Background: an optimization exercise with open tools, aiming at small area, a short achievable clock period and few clock cycles. Do not read the settings as production practice. RTL that was checked went through simulation tests only; none was proved equivalent to the original.

Setup of job 2156:
Design MFE, start of the top module:
module MFE(clk, reset, ready, busy, iaddr, idata, data_rd, addr, data_wr, wen);
Size in the first run: ~800 cells after synthesis, roughly 150 flip-flops, about 0.0067 sq mm of cells after synthesis.
==> module MFE, before the edit <==
module MFE(clk, reset, ready, busy, iaddr, idata, data_rd, addr, data_wr, wen);
input              clk, reset;
input              ready;
output reg         busy;
output reg  [13:0] iaddr;
input       [ 7:0] idata;
input       [ 7:0] data_rd;
output reg  [13:0] addr;
output reg  [ 7:0] data_wr;
output reg         wen;
function gt8;
    input [7:0] a, b;
    reg [7:0] g1, e1;
    reg [3:0] g2, e2;
    reg [1:0] g3, e3;
    integer i;
    begin
        g1 = a & ~b;
        e1 = a | ~b;
        for (i = 0; i < 4; i = i + 1) begin
            g2[i] = g1[2*i+1] | (e1[2*i+1] & g1[2*i]);
            e2[i] = g1[2*i+1] | (e1[2*i+1] & e1[2*i]);
        end
        for (i = 0; i < 2; i = i + 1) begin
            g3[i] = g2[2*i+1] | (e2[2*i+1] & g2[2*i]);
            e3[i] = g2[2*i+1] | (e2[2*i+1] & e2[2*i]);
        end
        gt8 = g3[1] | (e3[1] & g3[0]);
    end
endfunction
reg        p_first, p_second, p_third;
reg  [1:0] pcnt;        
reg        zcol;        
reg        znew;        
wire [6:0] rrow = iaddr[13:7];
wire [6:0] rcol = iaddr[6:0];
wire       pix_ok = !((p_third && rrow == 7'd127) || (p_second && rrow == 7'd0));
reg  [7:0] r0;
reg  [7:0] q0, q1, q2;                 
wire       ce0 = gt8(q0, r0) | p_first;
wire       ce1 = gt8(q1, r0) | !p_third;
always @(posedge clk) begin
    r0 <= pix_ok ? idata : 8'd0;
    q0 <= ce0 ? r0 : q0;
    q1 <= ce0 ? q0 : (ce1 ? r0 : q1);
    q2 <= ce1 ? q1 : r0;
end
reg  [23:0] P, Q;
always @(posedge clk) begin
    Q <= P;
    P <= p_first ? {q2, q1, q0} : Q;
end
wire [7:0] ql = Q[ 7: 0];
wire [7:0] qm = Q[15: 8];
wire [7:0] qh = Q[23:16];
wire [7:0] vl = zcol ? 8'd0 : ql;
wire [7:0] vh = zcol ? 8'd0 : qh;
reg  [7:0] L, H, M;
wire gtL = gt8(ql, L) & ~zcol;
wire ltH = gt8(H, qh) | zcol;
wire [7:0] ma = qm, mb = P[15:8], mc = q1;
wire m_ab = gt8(ma, mb) & ~zcol;
wire m_ac = (gt8(ma, mc) | znew) & ~zcol;
wire m_bc = gt8(mb, mc) | znew;
wire [7:0] m_med = m_ab ? (m_bc ? mb : (m_ac ? mc : ma)) : (m_ac ? ma : (m_bc ? mc : mb));
always @(posedge clk) begin
    if (p_first | gtL) L <= vl;
    if (p_first | ltH) H <= vh;
    if (p_first) M <= m_med;
end
wire f_ab = gt8(L, M), f_ac = gt8(L, H), f_bc = gt8(M, H);
wire [7:0] f_med = f_ab ? (f_bc ? M : (f_ac ? H : L)) : (f_ac ? L : (f_bc ? H : M));
always @(posedge clk) begin
    data_wr <= f_med;
end
always @(posedge clk or posedge reset) begin
    if (reset) begin
        busy     <= 1'b0;
        wen      <= 1'b0;
        p_first  <= 1'b0;
        p_second <= 1'b0;
        p_third  <= 1'b1;
        pcnt     <= 2'd0;
    end else begin
        wen <= busy && p_first && pcnt == 2'd3;
        if (!busy) begin
            pcnt <= 2'd0;
            if (ready) begin
                busy     <= 1'b1;
                p_first  <= 1'b1;
                p_third  <= 1'b0;
            end
        end else begin
            p_first  <= p_third;
            p_second <= p_first;
            p_third  <= p_second;
            if (p_first && pcnt != 2'd3) pcnt <= pcnt + 2'd1;
            if (wen && addr == 14'd16383) begin
                busy     <= 1'b0;
                p_first  <= 1'b0;
                p_second <= 1'b0;
                p_third  <= 1'b1;
            end
        end
    end
end
always @(posedge clk) begin
    zcol <= (p_second && rcol == 7'd1) || (p_third && rcol == 7'd2);
    znew <= rcol == 7'd1;
    if (!busy && !ready) iaddr <= 14'd16256;
    else                 iaddr <= iaddr + (p_second ? 14'd16129 : 14'd128);
    addr <= iaddr - 14'd3;
end
endmodule
Settings: LEC_CHECK=0, CAP_MARGIN=20, CORE_MARGIN=2, CORE_UTILIZATION=40, CTS_BUF_LIST=sky130_fd_sc_hd__clkbuf_4 sky130_fd_sc_hd__clkbuf_8, SETUP_SLACK_MARGIN=4.5, SLEW_MARGIN=20; clock period 7.0 ns.
standard.sh (not shown) runs the stock make flow with config.mk's settings and CLKGATE_MAP_FILE= SYNTH_SCRIPT=/design/flow/synth_recipe.tcl, a recipe that flattens the netlist after the stock synthesis.
==> flow/flow/run.sh <==
#!/bin/bash
# The standard layout (the standard.sh, all ORFS steps), with three changes:
#  - Yosys's ABC maps with flow/abc_speed.script (the classic delay-targeted
#    mapper) in place of ORFS's abc_speed.script; ORFS's scripts are otherwise
#    used unchanged, from a copy in this folder;
#  - the ports get plain buf_2 buffers instead of the default delay-cell choice;
#  - clock tree synthesis uses no dummy loads.
set -euo pipefail
here=$(pwd)
rm -rf "$here/orfs_scripts"
cp -r "$FLOW_HOME/scripts" "$here/orfs_scripts"
cp "$here/flow/abc_speed.script" "$here/orfs_scripts/abc_speed.script"
bash standard.sh \
  SCRIPTS_DIR="$here/orfs_scripts" \
  BUFFER_PORTS_ARGS="-buffer_cell sky130_fd_sc_hd__buf_2" \
  CTS_ARGS="-sink_clustering_enable -repair_clock_nets -dont_use_dummy_load -buf_list {sky130_fd_sc_hd__clkbuf_4 sky130_fd_sc_hd__clkbuf_8}" \
  finish > standard.log 2>&1
==> flow/flow/abc_speed.script <==
strash
dch
map -D 1300
topo
buffer -c
upsize -c -D 1300
dnsize -c -D 1300
Testbench counts of job 2156, summed over its fixed seeds: cycles 393,296.
## Diff of input files: job 3372 against job 2156
==> flow/design.v <==
module MFE(clk, reset, ready, busy, iaddr, idata, data_rd, addr, data_wr, wen);
input              clk, reset;
input              ready;
output reg         busy;
output reg  [13:0] iaddr;
input       [ 7:0] idata;
input       [ 7:0] data_rd;
output reg  [13:0] addr;
output reg  [ 7:0] data_wr;
output reg         wen;
function gt8;
    input [7:0] a, b;
    reg [7:0] g1, e1;
    reg [3:0] g2, e2;
    reg [1:0] g3, e3;
    integer i;
    begin
        g1 = a & ~b;
        e1 = a | ~b;
        for (i = 0; i < 4; i = i + 1) begin
            g2[i] = g1[2*i+1] | (e1[2*i+1] & g1[2*i]);
            e2[i] = g1[2*i+1] | (e1[2*i+1] & e1[2*i]);
        end
        for (i = 0; i < 2; i = i + 1) begin
            g3[i] = g2[2*i+1] | (e2[2*i+1] & g2[2*i]);
            e3[i] = g2[2*i+1] | (e2[2*i+1] & e2[2*i]);
        end
        gt8 = g3[1] | (e3[1] & g3[0]);
    end
endfunction
reg        p_first, p_second, p_third;
reg  [1:0] pcnt;        
reg        zcol;        
wire [6:0] rrow = iaddr[13:7];
wire [6:0] rcol = iaddr[6:0];
wire       pix_ok = !((p_third && rrow == 7'd127) || (p_second && rrow == 7'd0));
reg  [7:0] r0;
reg  [7:0] q0, q1, q2;                 
wire       ce0 = gt8(q0, r0) | p_first;
wire       ce1 = gt8(q1, r0) | !p_third;
always @(posedge clk) begin
    r0 <= pix_ok ? idata : 8'd0;
    q0 <= ce0 ? r0 : q0;
    q1 <= ce0 ? q0 : (ce1 ? r0 : q1);
    q2 <= ce1 ? q1 : r0;
end
reg  [23:0] P, Q;
always @(posedge clk) begin
    Q <= P;
    P <= p_first ? {q2, q1, q0} : Q;
end
wire [7:0] ql = Q[ 7: 0];
wire [7:0] qm = Q[15: 8];
wire [7:0] qh = Q[23:16];
wire [7:0] vl = zcol ? 8'd0 : ql;
wire [7:0] vm = zcol ? 8'd0 : qm;
wire [7:0] vh = zcol ? 8'd0 : qh;
reg  [7:0] L, H, mn, mx;
wire gtL = gt8(ql, L) & ~zcol;
wire ltH = gt8(H, qh) | zcol;
wire gtm = gt8(qm, mn) & ~zcol;
wire ltx = gt8(mx, qm) | zcol;
always @(posedge clk) begin
    if (p_first | gtL) L <= vl;
    if (p_first | ltH) H <= vh;
    if (p_first) begin
        mn <= vm;
        mx <= vm;
    end else if (p_second) begin
        if (!gtm) mn <= vm;
        if (!ltx) mx <= vm;
    end else begin
        if (gtm) mn <= ltx ? vm : mx;
    end
end
wire f_ab = gt8(L, mn), f_ac = gt8(L, H), f_bc = gt8(mn, H);
wire [7:0] f_med = f_ab ? (f_bc ? mn : (f_ac ? H : L)) : (f_ac ? L : (f_bc ? H : mn));
always @(posedge clk) begin
    if (p_first) data_wr <= f_med;
end
always @(posedge clk or posedge reset) begin
    if (reset) begin
        busy     <= 1'b0;
        wen      <= 1'b0;
        p_first  <= 1'b0;
        p_second <= 1'b0;
        p_third  <= 1'b1;
        pcnt     <= 2'd0;
    end else begin
        wen <= busy && p_first && pcnt == 2'd3;
        if (!busy) begin
            pcnt <= 2'd0;
            if (ready) begin
                busy     <= 1'b1;
                p_first  <= 1'b1;
                p_third  <= 1'b0;
            end
        end else begin
            p_first  <= p_third;
            p_second <= p_first;
            p_third  <= p_second;
            if (p_first && pcnt != 2'd3) pcnt <= pcnt + 2'd1;
            if (wen && addr == 14'd16383) begin
                busy     <= 1'b0;
                p_first  <= 1'b0;
                p_second <= 1'b0;
                p_third  <= 1'b1;
            end
        end
    end
end
always @(posedge clk) begin
    zcol <= (p_second && rcol == 7'd1) || (p_third && rcol == 7'd2);
    if (!busy) begin
        iaddr <= ready ? 14'd16256 + 14'd128 : 14'd16256;
    end else begin
        iaddr <= iaddr + (p_second ? 14'd16129 : 14'd128);
    end
    addr <= iaddr - 14'd3;
end
endmodule
Findings:
Delta(final-layout non-clock buffer area share, job 3372 - job 2156) > 0
Against job 2156, job 3372 comes in 2.0 MHz higher on maximum frequency.
Comparing job 2156 and job 3372, the higher synthesized instance count was measured on job 2156.
Per-cell via count in the routed design in job 3372 is 0.082 below job 2156.
In job 3372 relative to job 2156, final net count had gone down by a few percent.
Higher area occupied by multi-input gates goes to job 2156 over job 3372.
Testbench counts of job 3372, summed over its fixed seeds: cycles 393,296.

========
MFE, a different RTL version from the one above (not shown whole).
For scale: roughly 150 flip-flops.
==> module MFE, before the edit <==
module MFE(clk, reset, ready, busy, iaddr, idata, data_rd, addr, data_wr, wen);
input              clk, reset;
input              ready;
output reg         busy;
output reg  [13:0] iaddr;
input       [ 7:0] idata;
input       [ 7:0] data_rd;
output reg  [13:0] addr;
output reg  [ 7:0] data_wr;
output reg         wen;
function gt8;
    input [7:0] a, b;
    begin
        gt8 = a > b;
    end
endfunction
reg        p_first, p_second, p_third;
reg  [1:0] pcnt;        
reg        zcol;        
reg        znew;        
wire [6:0] rrow = iaddr[13:7];
wire [6:0] rcol = iaddr[6:0];
wire       pix_ok = !((p_third && rrow == 7'd127) || (p_second && rrow == 7'd0));
reg  [7:0] r0;
reg  [7:0] q0, q1, q2;                 
wire       ce0 = gt8(q0, r0) | p_first;
wire       ce1 = gt8(q1, r0) | !p_third;
always @(posedge clk) begin
    r0 <= pix_ok ? idata : 8'd0;
    q0 <= ce0 ? r0 : q0;
    q1 <= ce0 ? q0 : (ce1 ? r0 : q1);
    q2 <= ce1 ? q1 : r0;
end
reg  [23:0] P, Q;
always @(posedge clk) begin
    Q <= P;
    P <= p_first ? {q2, q1, q0} : Q;
end
wire [7:0] ql = Q[ 7: 0];
wire [7:0] qm = Q[15: 8];
wire [7:0] qh = Q[23:16];
wire [7:0] vl = zcol ? 8'd0 : ql;
wire [7:0] vh = zcol ? 8'd0 : qh;
reg  [7:0] L, H, M;
wire gtL = gt8(ql, L) & ~zcol;
wire ltH = gt8(H, qh) | zcol;
wire [7:0] ma = qm, mb = P[15:8], mc = q1;
wire m_ab = gt8(ma, mb) & ~zcol;
wire m_ac = (gt8(ma, mc) | znew) & ~zcol;
wire m_bc = gt8(mb, mc) | znew;
wire [7:0] m_med = m_ab ? (m_bc ? mb : (m_ac ? mc : ma)) : (m_ac ? ma : (m_bc ? mc : mb));
always @(posedge clk) begin
    if (p_first | gtL) L <= vl;
    if (p_first | ltH) H <= vh;
    if (p_first) M <= m_med;
end
wire f_ab = gt8(L, M), f_ac = gt8(L, H), f_bc = gt8(M, H);
wire [7:0] f_med = f_ab ? (f_bc ? M : (f_ac ? H : L)) : (f_ac ? L : (f_bc ? H : M));
always @(posedge clk) begin
    data_wr <= f_med;
end
always @(posedge clk or posedge reset) begin
    if (reset) begin
        busy     <= 1'b0;
        wen      <= 1'b0;
        p_first  <= 1'b0;
        p_second <= 1'b0;
        p_third  <= 1'b1;
        pcnt     <= 2'd0;
    end else begin
        wen <= busy && p_first && pcnt == 2'd3;
        if (!busy) begin
            pcnt <= 2'd0;
            if (ready) begin
                busy     <= 1'b1;
                p_first  <= 1'b1;
                p_third  <= 1'b0;
            end
        end else begin
            p_first  <= p_third;
            p_second <= p_first;
            p_third  <= p_second;
            if (p_first && pcnt != 2'd3) pcnt <= pcnt + 2'd1;
            if (wen && addr == 14'd16383) begin
                busy     <= 1'b0;
                p_first  <= 1'b0;
                p_second <= 1'b0;
                p_third  <= 1'b1;
            end
        end
    end
end
always @(posedge clk) begin
    zcol <= (p_second && rcol == 7'd1) || (p_third && rcol == 7'd2);
    znew <= rcol == 7'd1;
    if (!busy && !ready) iaddr <= 14'd16256;
    else                 iaddr <= iaddr + (p_second ? 14'd16129 : 14'd128);
    addr <= iaddr - 14'd3;
end
endmodule
==> flow/config.mk <==
export PLATFORM = sky130hd
export DESIGN_NAME = MFE
export DESIGN_NICKNAME = MFE
export VERILOG_FILES = /design/flow/design.v
export SDC_FILE = /design/flow/constraint.sdc
export NUM_CORES = 4
export LEC_CHECK = 0
export CAP_MARGIN = 20
export CORE_MARGIN = 2
export CORE_UTILIZATION = 40
export CTS_BUF_LIST = sky130_fd_sc_hd__clkbuf_4 sky130_fd_sc_hd__clkbuf_8
export SETUP_SLACK_MARGIN = 4.5
export SLEW_MARGIN = 20
==> flow/constraint.sdc <==
create_clock -name core_clock -period 7.0 [get_ports {clk}]
set_input_delay 1.4000 -clock core_clock [delete_from_list [all_inputs] [get_ports {clk}]]
set_output_delay 1.4000 -clock core_clock [all_outputs]
set_load 0.01 [all_outputs]
run.sh (not shown) runs the stock make flow with config.mk's settings and CLKGATE_MAP_FILE= SYNTH_SCRIPT=/design/flow/synth_recipe.tcl, a recipe that flattens the netlist after the stock synthesis.
Stock flow here: none of the scripts above is used.
The starting point completed without violations.
Then changed:
--- a/flow/design.v
+++ b/flow/design.v
@@ -7,20 +7,33 @@
 input       [ 7:0] data_rd;
 output reg  [13:0] addr;
 output reg  [ 7:0] data_wr;
 output reg         wen;
 function gt8;
     input [7:0] a, b;
+    reg [7:0] g1, e1;
+    reg [3:0] g2, e2;
+    reg [1:0] g3, e3;
+    integer i;
     begin
-        gt8 = a > b;
+        g1 = a & ~b;
+        e1 = a | ~b;
+        for (i = 0; i < 4; i = i + 1) begin
+            g2[i] = g1[2*i+1] | (e1[2*i+1] & g1[2*i]);
+            e2[i] = g1[2*i+1] | (e1[2*i+1] & e1[2*i]);
+        end
+        for (i = 0; i < 2; i = i + 1) begin
+            g3[i] = g2[2*i+1] | (e2[2*i+1] & g2[2*i]);
+            e3[i] = g2[2*i+1] | (e2[2*i+1] & e2[2*i]);
+        end
+        gt8 = g3[1] | (e3[1] & g3[0]);
     end
 endfunction
 reg        p_first, p_second, p_third;
 reg  [1:0] pcnt;        
 reg        zcol;        
-reg        znew;        
 wire [6:0] rrow = iaddr[13:7];
 wire [6:0] rcol = iaddr[6:0];
 wire       pix_ok = !((p_third && rrow == 7'd127) || (p_second && rrow == 7'd0));
 reg  [7:0] r0;
 reg  [7:0] q0, q1, q2;                 
 wire       ce0 = gt8(q0, r0) | p_first;
@@ -37,30 +50,36 @@
     P <= p_first ? {q2, q1, q0} : Q;
 end
 wire [7:0] ql = Q[ 7: 0];
 wire [7:0] qm = Q[15: 8];
 wire [7:0] qh = Q[23:16];
 wire [7:0] vl = zcol ? 8'd0 : ql;
+wire [7:0] vm = zcol ? 8'd0 : qm;
 wire [7:0] vh = zcol ? 8'd0 : qh;
-reg  [7:0] L, H, M;
+reg  [7:0] L, H, mn, mx;
 wire gtL = gt8(ql, L) & ~zcol;
 wire ltH = gt8(H, qh) | zcol;
-wire [7:0] ma = qm, mb = P[15:8], mc = q1;
-wire m_ab = gt8(ma, mb) & ~zcol;
-wire m_ac = (gt8(ma, mc) | znew) & ~zcol;
-wire m_bc = gt8(mb, mc) | znew;
-wire [7:0] m_med = m_ab ? (m_bc ? mb : (m_ac ? mc : ma)) : (m_ac ? ma : (m_bc ? mc : mb));
+wire gtm = gt8(qm, mn) & ~zcol;
+wire ltx = gt8(mx, qm) | zcol;
 always @(posedge clk) begin
     if (p_first | gtL) L <= vl;
     if (p_first | ltH) H <= vh;
-    if (p_first) M <= m_med;
+    if (p_first) begin
+        mn <= vm;
+        mx <= vm;
+    end else if (p_second) begin
+        if (!gtm) mn <= vm;
+        if (!ltx) mx <= vm;
+    end else begin
+        if (gtm) mn <= ltx ? vm : mx;
+    end
 end
-wire f_ab = gt8(L, M), f_ac = gt8(L, H), f_bc = gt8(M, H);
-wire [7:0] f_med = f_ab ? (f_bc ? M : (f_ac ? H : L)) : (f_ac ? L : (f_bc ? H : M));
+wire f_ab = gt8(L, mn), f_ac = gt8(L, H), f_bc = gt8(mn, H);
+wire [7:0] f_med = f_ab ? (f_bc ? mn : (f_ac ? H : L)) : (f_ac ? L : (f_bc ? H : mn));
 always @(posedge clk) begin
-    data_wr <= f_med;
+    if (p_first) data_wr <= f_med;
 end
 always @(posedge clk or posedge reset) begin
     if (reset) begin
         busy     <= 1'b0;
         wen      <= 1'b0;
         p_first  <= 1'b0;
@@ -89,12 +108,14 @@
             end
         end
     end
 end
 always @(posedge clk) begin
     zcol <= (p_second && rcol == 7'd1) || (p_third && rcol == 7'd2);
-    znew <= rcol == 7'd1;
-    if (!busy && !ready) iaddr <= 14'd16256;
-    else                 iaddr <= iaddr + (p_second ? 14'd16129 : 14'd128);
+    if (!busy) begin
+        iaddr <= ready ? 14'd16256 + 14'd128 : 14'd16256;
+    end else begin
+        iaddr <= iaddr + (p_second ? 14'd16129 : 14'd128);
+    end
     addr <= iaddr - 14'd3;
 end
 endmodule
What happened: The changed run went through all stages and came out clean; via count goes down by 11%; area after synthesis goes down by 7.5%; global-route usage barely changes; synthesized cell count goes down by about 12%; sequential cell count goes up by 7.
Testbench counts after the change, summed over its fixed seeds: cycles 393,296.
Function not checked in the first run of this note: the RTL went through the layout flow alone.

[static timing again, ports no longer ideal]
How much do the figures lean on ideal ports? The routed layouts below were timed once more, with nothing changed but the port constraints. Step 1 assumes that a clkbuf_16 drives the clock port and a buf_2 every other input. Step 2 also shifts input and output timing later by t, the mid clock arrival at the registers, as if the neighbouring blocks saw the same clock. a / b / c = ideal ports / drivers / drivers and shift; a / b = the first two.
| run | t (ns) | slack for setup (ns) | hold WS [ns] | worst setup path at the end | latest minus earliest clock arrival (ns) |
|---|---|---|---|---|---|
| job 2156 | 0.478 | 4.563 / 4.526 / 4.597 | 0.322 / 0.322 / 0.322 | register to register | 0.038 / 0.038 |
| job 3372 | 0.471 | 4.575 / 4.537 / 4.672 | 0.308 / 0.308 / 0.308 | register to register | 0.020 / 0.019 |
| the first run of note 2 | 0.475 | 4.542 / 4.502 / 4.452 | 0.328 / 0.328 / 0.328 | input to register | 0.014 / 0.014 |
| the second run of note 2 | 0.487 | 4.525 / 4.485 / 4.421 | 0.321 / 0.321 / 0.321 | input to register | 0.010 / 0.010 |
After both steps every run listed still meets setup and hold. The setup slack of the second run of note 2, which loses most, moves by -0.040 ns with the drivers and by -0.104 ns with both steps.
